Source: an optimization exercise on an open RTL-to-GDS flow (aim: small area and a short achievable clock period). Production flows keep margins and buffers that such runs may drop.
Function was checked by simulation only, so behaviour that the tests miss may differ from the original.

<file path="flow/config.mk">
export PLATFORM = sky130hd
export DESIGN_NAME = temp_converter
export DESIGN_NICKNAME = temp_converter
export VERILOG_FILES = /design/flow/design.v
export SDC_FILE = /design/flow/constraint.sdc
export NUM_CORES = 4
export LEC_CHECK = 0
export CAP_MARGIN = 20
export CORE_MARGIN = 2
export CORE_UTILIZATION = 40
export SLEW_MARGIN = 20
</file>
<file path="flow/constraint.sdc">
create_clock -name core_clock -period 150.0 [get_ports {clk}]
set_input_delay 30.0000 -clock core_clock [delete_from_list [all_inputs] [get_ports {clk}]]
set_output_delay 30.0000 -clock core_clock [all_outputs]
set_load 0.01 [all_outputs]
</file>
<file path="flow/design.v">
module temp_converter(
input clk,
input reset,
input [7:0] upper,
input [7:0] lower,
input toggle,
output reg [11:0] BCD_celsius,
output reg [11:0] BCD_fahrenheit,
output reg [11:0] BCD_kelvin,
output reg [7:0] bcd_tenth_hundreth_c,
output reg [7:0] bcd_tenth_hundreth_f,
output reg [7:0] bcd_tenth_hundreth_k,
output reg [7:0] sign);
integer celsius;			 
reg [11:0] temp_bcd_celsius;	 
integer bcd_hundreth_c;		 
integer bcd_tenth_c;		 
integer fahrenheit;			 
reg [11:0] temp_bcd_fahrenheit; 
integer bcd_hundreth_f;		 
integer bcd_tenth_f;		 
integer kelvin;			 
reg [11:0] temp_bcd_kelvin;	 
integer bcd_hundreth_k;		 
integer bcd_tenth_k;		 
integer f_offset;			 
integer i;
reg [2:0] STATE;
parameter binary_temps = 0;	 
parameter shift = 1;		 
parameter shift_check = 2;	 
parameter add3 = 3;		 
parameter fractional_bcd = 5;	 
parameter set = 6;		 
always @(posedge clk) begin
if (!reset) begin	 
	STATE <= fractional_bcd;
	i <= 0;
	celsius <= 0;
	fahrenheit <= 0;
	kelvin <= 0;
	temp_bcd_celsius <= 12'h000;
	temp_bcd_fahrenheit <= 12'h000;
	temp_bcd_kelvin <= 12'h000;
	bcd_hundreth_c <= 0;
	bcd_tenth_c <= 0;
	bcd_hundreth_f <= 0;
	bcd_tenth_f <= 0;
	bcd_hundreth_k <= 0;
	bcd_tenth_k <= 0;
	f_offset <= 0;
	BCD_celsius <= 12'h000;
	BCD_fahrenheit <= 12'h000;
	BCD_kelvin <= 12'h000;
	bcd_tenth_hundreth_c <= 8'h00;
	bcd_tenth_hundreth_f <= 8'h00;
	bcd_tenth_hundreth_k <= 8'h00;
	sign <= 8'h00;
end
else begin
case (STATE) 
	fractional_bcd : begin	 
		bcd_tenth_c <= ((lower % 16) * 10) / 16;	 
		bcd_hundreth_c <= ((((lower % 16) * 10) % 16) * 10) / 16;  
		if ((((((lower % 16) * 10) % 16) * 10) / 16) + 4'b0101 >= 4'b1010) begin  
			bcd_hundreth_k <= (((((lower % 16) * 10) % 16) * 10) / 16) - 4'b0101; 
			if ((((lower % 16) * 10) / 16) + 4'b0010 >= 4'b1010) begin	 
				bcd_tenth_k <= (((lower % 16) * 10) / 16) - 4'b1000;	 
			end								 
			else begin							 
				bcd_tenth_k <= (((lower % 16) * 10) / 16) + 4'b0010;
			end
		end
		else if ((((((lower % 16) * 10) % 16) * 10) / 16) + 4'b0101 < 4'b1010) begin  
			bcd_hundreth_k[3:0] <= (((((lower % 16) * 10) % 16) * 10) / 16) + 4'b0101; 
			if((((lower % 16) * 10) / 16) + 4'b0001 >= 4'b1010) begin	 
				bcd_tenth_k <= (((lower % 16) * 10) / 16) - 4'b1001;	 
			end
			else begin							 
				bcd_tenth_k <= (((lower % 16) * 10) / 16) + 4'b0001;	 
			end
		end
		if (((((upper * 144) % 5) * 10) / 5) + ((((lower * 9) % 80) * 10) / 80) >= 4'b1010) begin  
			bcd_tenth_f <= ((((upper * 144) % 5) * 10) / 5) + ((((lower * 9) % 80) * 10) / 80) - 4'b1010; 
		end
		else if (((((upper * 144) % 5) * 10) / 5) + ((((lower * 9) % 80) * 10) / 80) < 4'b1010) begin
			bcd_tenth_f <= ((((upper * 144) % 5) * 10) / 5) + ((((lower * 9) % 80) * 10) / 80);
		end
		if (((((((upper * 144) % 5) * 10) % 5) * 10) / 5) + ((((((lower * 9) % 80) * 10) % 80) * 10) / 80) >= 4'b1010) begin 
			bcd_hundreth_f <= ((((((upper * 144) % 5) * 10) % 5) * 10) / 5) + ((((((lower * 9) % 80) * 10) % 80) * 10) / 80) - 4'b1010; 
		end
		else if (((((((upper * 144) % 5) * 10) % 5) * 10) / 5) + ((((((lower * 9) % 80) * 10) % 80) * 10) / 80) < 4'b1010) begin
			bcd_hundreth_f <= ((((((upper * 144) % 5) * 10) % 5) * 10) / 5) + ((((((lower * 9) % 80) * 10) % 80) * 10) / 80);
		end
		if ({bcd_tenth_c[3:0],bcd_hundreth_c[3:0]} <= 8'h11)
			f_offset <= 0;
		else if ({bcd_tenth_c[3:0],bcd_hundreth_c[3:0]} <= 8'h22)
			f_offset <= 1;
		else if ({bcd_tenth_c[3:0],bcd_hundreth_c[3:0]} <= 8'h33)
			f_offset <= 2;
		else if ({bcd_tenth_c[3:0],bcd_hundreth_c[3:0]} <= 8'h44)
			f_offset <= 3;
		else if ({bcd_tenth_c[3:0],bcd_hundreth_c[3:0]} <= 8'h55)
			f_offset <= 4;
		else if ({bcd_tenth_c[3:0],bcd_hundreth_c[3:0]} <= 8'h66)
			f_offset <= 5;
		else if ({bcd_tenth_c[3:0],bcd_hundreth_c[3:0]} <= 8'h77)
			f_offset <= 6;
		else if ({bcd_tenth_c[3:0],bcd_hundreth_c[3:0]} <= 8'h88)
			f_offset <= 7;
		else if ({bcd_tenth_c[3:0],bcd_hundreth_c[3:0]} <= 8'h99)
			f_offset <= 8;
		STATE <= binary_temps;
	end
	binary_temps : begin 
		temp_bcd_celsius <= 12'h000;  
		temp_bcd_fahrenheit <= 12'h000;
		temp_bcd_kelvin <= 12'h000;
		if (upper[4] == 1'b0) begin 
			celsius <= (upper * 16) + (lower / 16);
			fahrenheit <= ((((((upper * 16) + (lower / 16))) * 9) + f_offset) / 5) + 32; 
			if ({bcd_tenth_c[3:0],bcd_hundreth_c[3:0]} >= 8'h85) 
				kelvin <= ((upper * 16) + (lower / 16)) + 274;
			else
				kelvin <= ((upper * 16) + (lower / 16)) + 273;
			sign <= 8'hFE;	 
		end
		else begin 
			celsius <= (256 - (((upper * 8'h0F) * 16) + (lower / 16)));
			fahrenheit <= (((((256 - (((upper* 8'h0F) * 16) + (lower / 16)))) * 9) + f_offset) / 5) - 32; 
			sign <= 8'h2D;	 
			if (bcd_tenth_c >= 4'h1 && bcd_hundreth_c > 4'h5) 
				kelvin <= 272 - (256 - (((upper* 8'h0F) * 16) + (lower / 16)));
			else
				kelvin <= 273 - (256 - (((upper* 8'h0F) * 16) + (lower / 16)));
		end
		STATE <= shift;
	end
	shift : begin  
		if (i <= 7) begin 
			temp_bcd_celsius <= temp_bcd_celsius << 1;
			temp_bcd_celsius[0] <= celsius[7-i];
			temp_bcd_fahrenheit <= temp_bcd_fahrenheit << 1;
			temp_bcd_fahrenheit[0] <= fahrenheit[7-i];
		end 
		temp_bcd_kelvin <= temp_bcd_kelvin << 1;
		temp_bcd_kelvin[0] <= kelvin[8-i];
		STATE <= shift_check;
	end
	shift_check : begin 
		if (i <= 7) begin	 
			STATE <= add3;
			i <= i + 1;
		end
		else begin 
			STATE <= set;
			i <= 0;
		end
	end
	add3 : begin  
		if (i <= 7) begin 
			if (temp_bcd_celsius[3:0] > 4) begin  
				temp_bcd_celsius[3:0] <= temp_bcd_celsius[3:0] + 4'h3;
			end
			if (temp_bcd_celsius[7:4] > 4) begin
				temp_bcd_celsius[7:4] <= temp_bcd_celsius[7:4] + 4'h3; 
			end
			if (temp_bcd_celsius[11:8] > 4) begin
				temp_bcd_celsius[11:8] <= temp_bcd_celsius[11:8] + 4'h3; 
			end
			if (temp_bcd_fahrenheit[3:0] > 4) begin  
				temp_bcd_fahrenheit[3:0] <= temp_bcd_fahrenheit[3:0] + 4'h3;
			end
			if (temp_bcd_fahrenheit[7:4] > 4) begin
				temp_bcd_fahrenheit[7:4] <= temp_bcd_fahrenheit[7:4] + 4'h3;
			end
			if (temp_bcd_fahrenheit[11:8] > 4) begin
				temp_bcd_fahrenheit[11:8] <= temp_bcd_fahrenheit[11:8] + 4'h3;
			end
		end 
		if (temp_bcd_kelvin[3:0] > 4) begin  
			temp_bcd_kelvin[3:0] <= temp_bcd_kelvin[3:0] + 4'h3;
		end
		if (temp_bcd_kelvin[7:4] > 4) begin
			temp_bcd_kelvin[7:4] <= temp_bcd_kelvin[7:4] + 4'h3;
		end
		if (temp_bcd_kelvin[11:8] > 4) begin
			temp_bcd_kelvin[11:8] <= temp_bcd_kelvin[11:8] + 4'h3;
		end
		STATE <= shift;
	end
	set : begin 
		if (toggle == 1'b1) begin 
			bcd_tenth_hundreth_c [7:4] <= bcd_tenth_c;
			bcd_tenth_hundreth_c [3:0] <= bcd_hundreth_c;
			bcd_tenth_hundreth_f [7:4] <= bcd_tenth_f;
			bcd_tenth_hundreth_f [3:0] <= bcd_hundreth_f;
			bcd_tenth_hundreth_k [7:4] <= bcd_tenth_k;
			bcd_tenth_hundreth_k [3:0] <= bcd_hundreth_k;
			BCD_celsius <= temp_bcd_celsius;
			BCD_fahrenheit <= temp_bcd_fahrenheit;
			BCD_kelvin <= temp_bcd_kelvin;
		end
		STATE <= fractional_bcd;
	end
endcase
end
end
endmodule 
</file>
<file path="flow/run.sh">
#!/bin/bash
# synth_recipe.tcl (not shown) runs the flow's synth.tcl, then flattens the netlist and writes it again
# the make line also repeats each setting of config.mk as NAME=value (left out here)
make -C /OpenROAD-flow-scripts/flow DESIGN_CONFIG=/design/flow/config.mk WORK_HOME=/design/flow/orfs CLKGATE_MAP_FILE= SYNTH_SCRIPT=/design/flow/synth_recipe.tcl finish
</file>
==> impl.org <==
** Status
- The flow ran to the end and the layout has no timing, DRC or antenna violations.

** Worst setup path
- On the worst path, the slowest cell contributes a delay of 0.80 ns.
- Worst endpoint data arrival time :: ~140 ns
- Setup slack on the worst reg-to-reg path comes out at 132.11 ns.
- Along the worst path, the maximum fanout reaches 35.
- In this run the critical register-to-register path is captured at fahrenheit[0]$_SDFFE_PN0P_.
- By startpoint and endpoint, the worst setup path is classified as in2reg.
- Element type at the critical path end :: flop
- STA classifies the critical path startpoint as an input pin.
- The worst register-to-register path has a depth of 74.
- Counting stages on the worst path, the most repeated cell is sky130_fd_sc_hd__a21oi_1.
- Launching point of the worst reg2reg path :: f_offset[2]$_SDFFE_PN0P_
- Data required, critical path :: 150.46 ns
- For this design, the slowest cell found on the critical path is sky130_fd_sc_hd__nor4_1.

** Cells and area
- In the final layout, the share of cells above drive strength 1 is 17.4%.
- The count of cells in the finished layout, fillers not included, comes to 16700.
- Leaving out fill and tap cells, the most frequent cells in the layout are 1292 x sky130_fd_sc_hd__nand2_1, 1143 x sky130_fd_sc_hd__nor2_1, 917 x sky130_fd_sc_hd__xnor2_1.
- Compared with the post-synthesis result, the final layout area differs by 5.02%.
- Leaving out fill and tap cells, the most frequent cell in the layout is sky130_fd_sc_hd__nand2_1.
- The finished cells cover 105000 um2.
- Net total in the final layout :: 13900

** Flow run
- # Max-Cap Violations :: 0

** Synth
- For this run, the number of Yosys warnings is 1.
- Synth Flop Type :: sky130_fd_sc_hd__dfxtp_1
- Synthesized area per cell :: 7.47 um2
- Counting flops with a built-in enable in the synthesized netlist gives 0.
- After synthesis the netlist holds a flip-flop and latch count of 244.
- Mapped cell area :: around 100000 um2
- The cell count after synthesis came out at roughly 13000.
- Of the synthesized area, sequential elements account for 4.89%.
- In this run, distinct cell masters in the synthesized netlist total 241.
- Ys async rst share :: 0%

** Placed design
- Buffers placed on the I/O ports in this run total 86.
- Area after detailed placement :: 102000 um2
- The congestion estimate from routability-driven global placement came to 0.971.
- Cell count after placement :: 16500
- Once detailed placement completed, the half-perimeter wirelength came to 276000 um.

** Floorplanning
- Vert. Die Dim :: around 500 um
- The core region is 248000 um2.
- During I/O placement, the number of pins put on the boundary was just under 90.
- The floorplan has 183 rows.
- Width of the chip :: 504 um
- The initial utilization of the core area, before any placement, comes to 40.2%.
- Die footprint :: roughly 250000 um2

** STA
- Part of the cycle the worst path needs :: approximately 96%
- Final Max Tran Viols :: 0
- Across the routed clock network, the largest skew measured is between 0.01 and 0.015 ns.
- Max transition margin :: ~21%
- Tmin final :: 143.61 ns
- Setup Total Neg Slack :: 0 ns
- Final setup fails :: 0
- Fmax :: 0.00696 GHz
- Count of endpoints failing hold in the final timing report :: 0
- Tightest Pin Transition :: roughly 1.2 ns

** Global route
- The number of global-route vias before repair came to ~95000.
- Global routing used 34.4% of the available met1 tracks.
- Tot GR Track Use :: 25.4%
- Global routing used 1.83% of the available met3 tracks.
- Initial antenna violation count :: 5
- In this run the most used layer during global routing was met2.
- Met2 Use GR :: 41.7%
- Maximum number of pins on one net before global-route repair :: approximately 110
- Aggregate global routing overflow :: 0
- The first global-routing pass estimated 543000 um of wire.

** Detailed routing
- DR WL/cell :: 20.8 um
- Routed Antenna Nets :: 0
- In the routed design, unresolved DRC markers number 0.
- In this run, the number of DRC markers left after iteration 0 of detailed routing was 9550.
- Total wirelength of the detailed-routed design :: 347000 um
- Via total after detailed routing :: 105000
- Count of TritonRoute iterations in the first routing pass :: 9
- Drt via density :: 6.29

** CTS
- In this run the number of H-tree levels came out at 1.
- Buffers inserted during clock tree synthesis total 25.
- The cell sitting at the root of the clock tree is a sky130_fd_sc_hd__clkbuf_16.
- Sink count of the clock tree :: 244
- Bufs on Longest Clock Path :: 3
- Clock transition at the registers of the reported paths :: approximately 0.060 ns
- TritonCTS clock tree :: built
- Clock latency on the worst-skew pair, taken at its later pin, is 0.55 ns.

** Hold path
- Worst Hold End :: BCD_celsius[11]$_SDFFE_PN0P_
- Worst hold path type :: reg2reg
- The worst hold path begins at BCD_celsius[11]$_SDFFE_PN0P_.
- Hold path cells :: 2
==> Yosys cell counts (all sizes together) (52+ instances only) <==
cell type	number	area share (%)
nand2	1321	5.1
nor2	1207	4.8
xnor2	1021	9.6
a21oi	919	5.1
o21ai	675	3.6
nand3	521	2.8
nor3	521	3.1
inv	488	2.0
ha	479	6.0
xor2	413	3.9
buf	313	3.3
clkbuf	251	1.8
nor4	250	1.9
dfxtp	244	4.9
a211oi	240	2.1
and2	238	1.6
nand4	230	1.6
or3	213	1.5
o21bai	186	1.4
a31oi	177	1.3
a21boi	175	1.4
o211ai	174	1.5
and3	171	1.2
mux2i	154	1.6
or2	152	0.97
a21o	126	1.0
a2111oi	118	1.6
o21a	116	0.92
o31ai	110	0.91
nor2b	104	0.66
nand2b	98	0.62
a22oi	90	0.75
or4	86	0.76
and4	84	0.78
o2111ai	82	0.82
o22ai	82	0.54
o211a	75	0.79
a211o	65	0.62
mux2	64	0.75
a221oi	63	0.72
a311oi	63	0.70
o31a	58	0.56
a41oi	57	0.56
nor3b	57	0.45
nor4b	52	0.63
==> what timing repair did <==
| action | in CTS | in global routing |
|---|---|---|
| gates cloned | 2 | 9 |
| setup endpoints to repair | 3 | 4 |
| hold buffers | 0 | 0 |
| gates resized for setup | 5 | 164 |
| pin swaps | 5 | 40 |
| endpoints found under the hold margin | 0 | 0 |
| setup buffers | 7 | 76 |
==> critical path: cells and delay by family <==
kind / cells / cell delay, ns
AND/OR/NAND/NOR: 143 / 48.58
XOR/XNOR: 11 / 2.60
AO/OA/AOI/OAI: 172 / 45.51
multiplexers: 6 / 2.14
adder cells (fa/ha/maj): 18 / 5.65
buffers and inverters: 47 / 9.16
==> cells by family after synthesis <==
kind of cell	count (synthesis)	synth area share [%]
flip-flops	244	4.89
AO/OA/AOI/OAI	4228	33.3
AND/OR/NAND/NOR	5594	31.2
other	1	0.00375
buffers and inverters	1083	7.38
XOR/XNOR	1435	13.5
adder cells (fa/ha/maj)	540	6.89
multiplexers	241	2.85
==> per-layer routing <==
metal	up-vias	routed length, um
li1	50600	-
met1	49800	154000
met2	3930	158000
met3	628	20200
met4	0	14700
met5	-	0
==> layout make-up <==
type | instances | area, um2
inverter | 500 | 2090
fill | 25700 | 144000
clock buffer | 33 | 716
antenna | 5 | 12.5
tap | 3330 | 4170
sequential | 244 | 4890
timing repair buffer | 463 | 3760
clock inverter | 8 | 169
multi-input combinational | 12100 | 89100
==> sequential cells by signal (all words and copies together) (netlist names), 18 cells and up <==
name        count
kelvin         32
fahrenheit     32
celsius        18
i              32
==> how the worst max path moves through the flow <==
stage          startpoint                        endpoint  cells after the start
2_1_floorplan    upper[1]  bcd_hundreth_f[3]$_SDFFE_PN0P_                    413
6_report         upper[1]  bcd_hundreth_f[3]$_SDFFE_PN0P_                    397
3_3_place_gp     upper[5]  bcd_hundreth_f[2]$_SDFFE_PN0P_                    389
5_1_grt          upper[1]  bcd_hundreth_f[3]$_SDFFE_PN0P_                    401
3_5_place_dp     upper[7]  bcd_hundreth_f[3]$_SDFFE_PN0P_                    392
4_1_cts          upper[5]  bcd_hundreth_f[3]$_SDFFE_PN0P_                    393
==> stage by stage <==
step                hold WS, ns  setup WS (ns)  util (%)
floorplan                 0.438          19.78         -
global placement          0.451        -0.0523      41.2
detailed placement        0.457          -1.70      41.2
CTS                       0.465          0.195      41.6
global route              0.485        -0.0709      42.2
finish                    0.463           6.39      42.2

## port drivers added, routing unchanged
The results above use ideal ports. As a check the final layout listed here was re-extracted and re-timed, cells and wires unchanged. Step 1 sets driving cells, clkbuf_16 on the clock port and buf_2 on the other inputs (assumed; they add their load-dependent delay and slew). Step 2, shift: input delay + t, output delay - t, t = (earliest + latest rising clock arrival at the registers) / 2. This alone moves slack from input paths to output paths. Three values: no drivers, after step 1, after step 2; two values: the first two.
shift t [ns]: 0.582
setup WS [ns]: 6.386 / 6.404 / 5.822
hold WS [ns]: 0.463 / 0.463 / 0.463
latest minus earliest clock arrival (ns): 0.015 / 0.016
After both steps setup and hold are still met in this run. For this run, drivers alone change the setup slack by +0.018 ns; drivers and shift together by -0.564 ns.
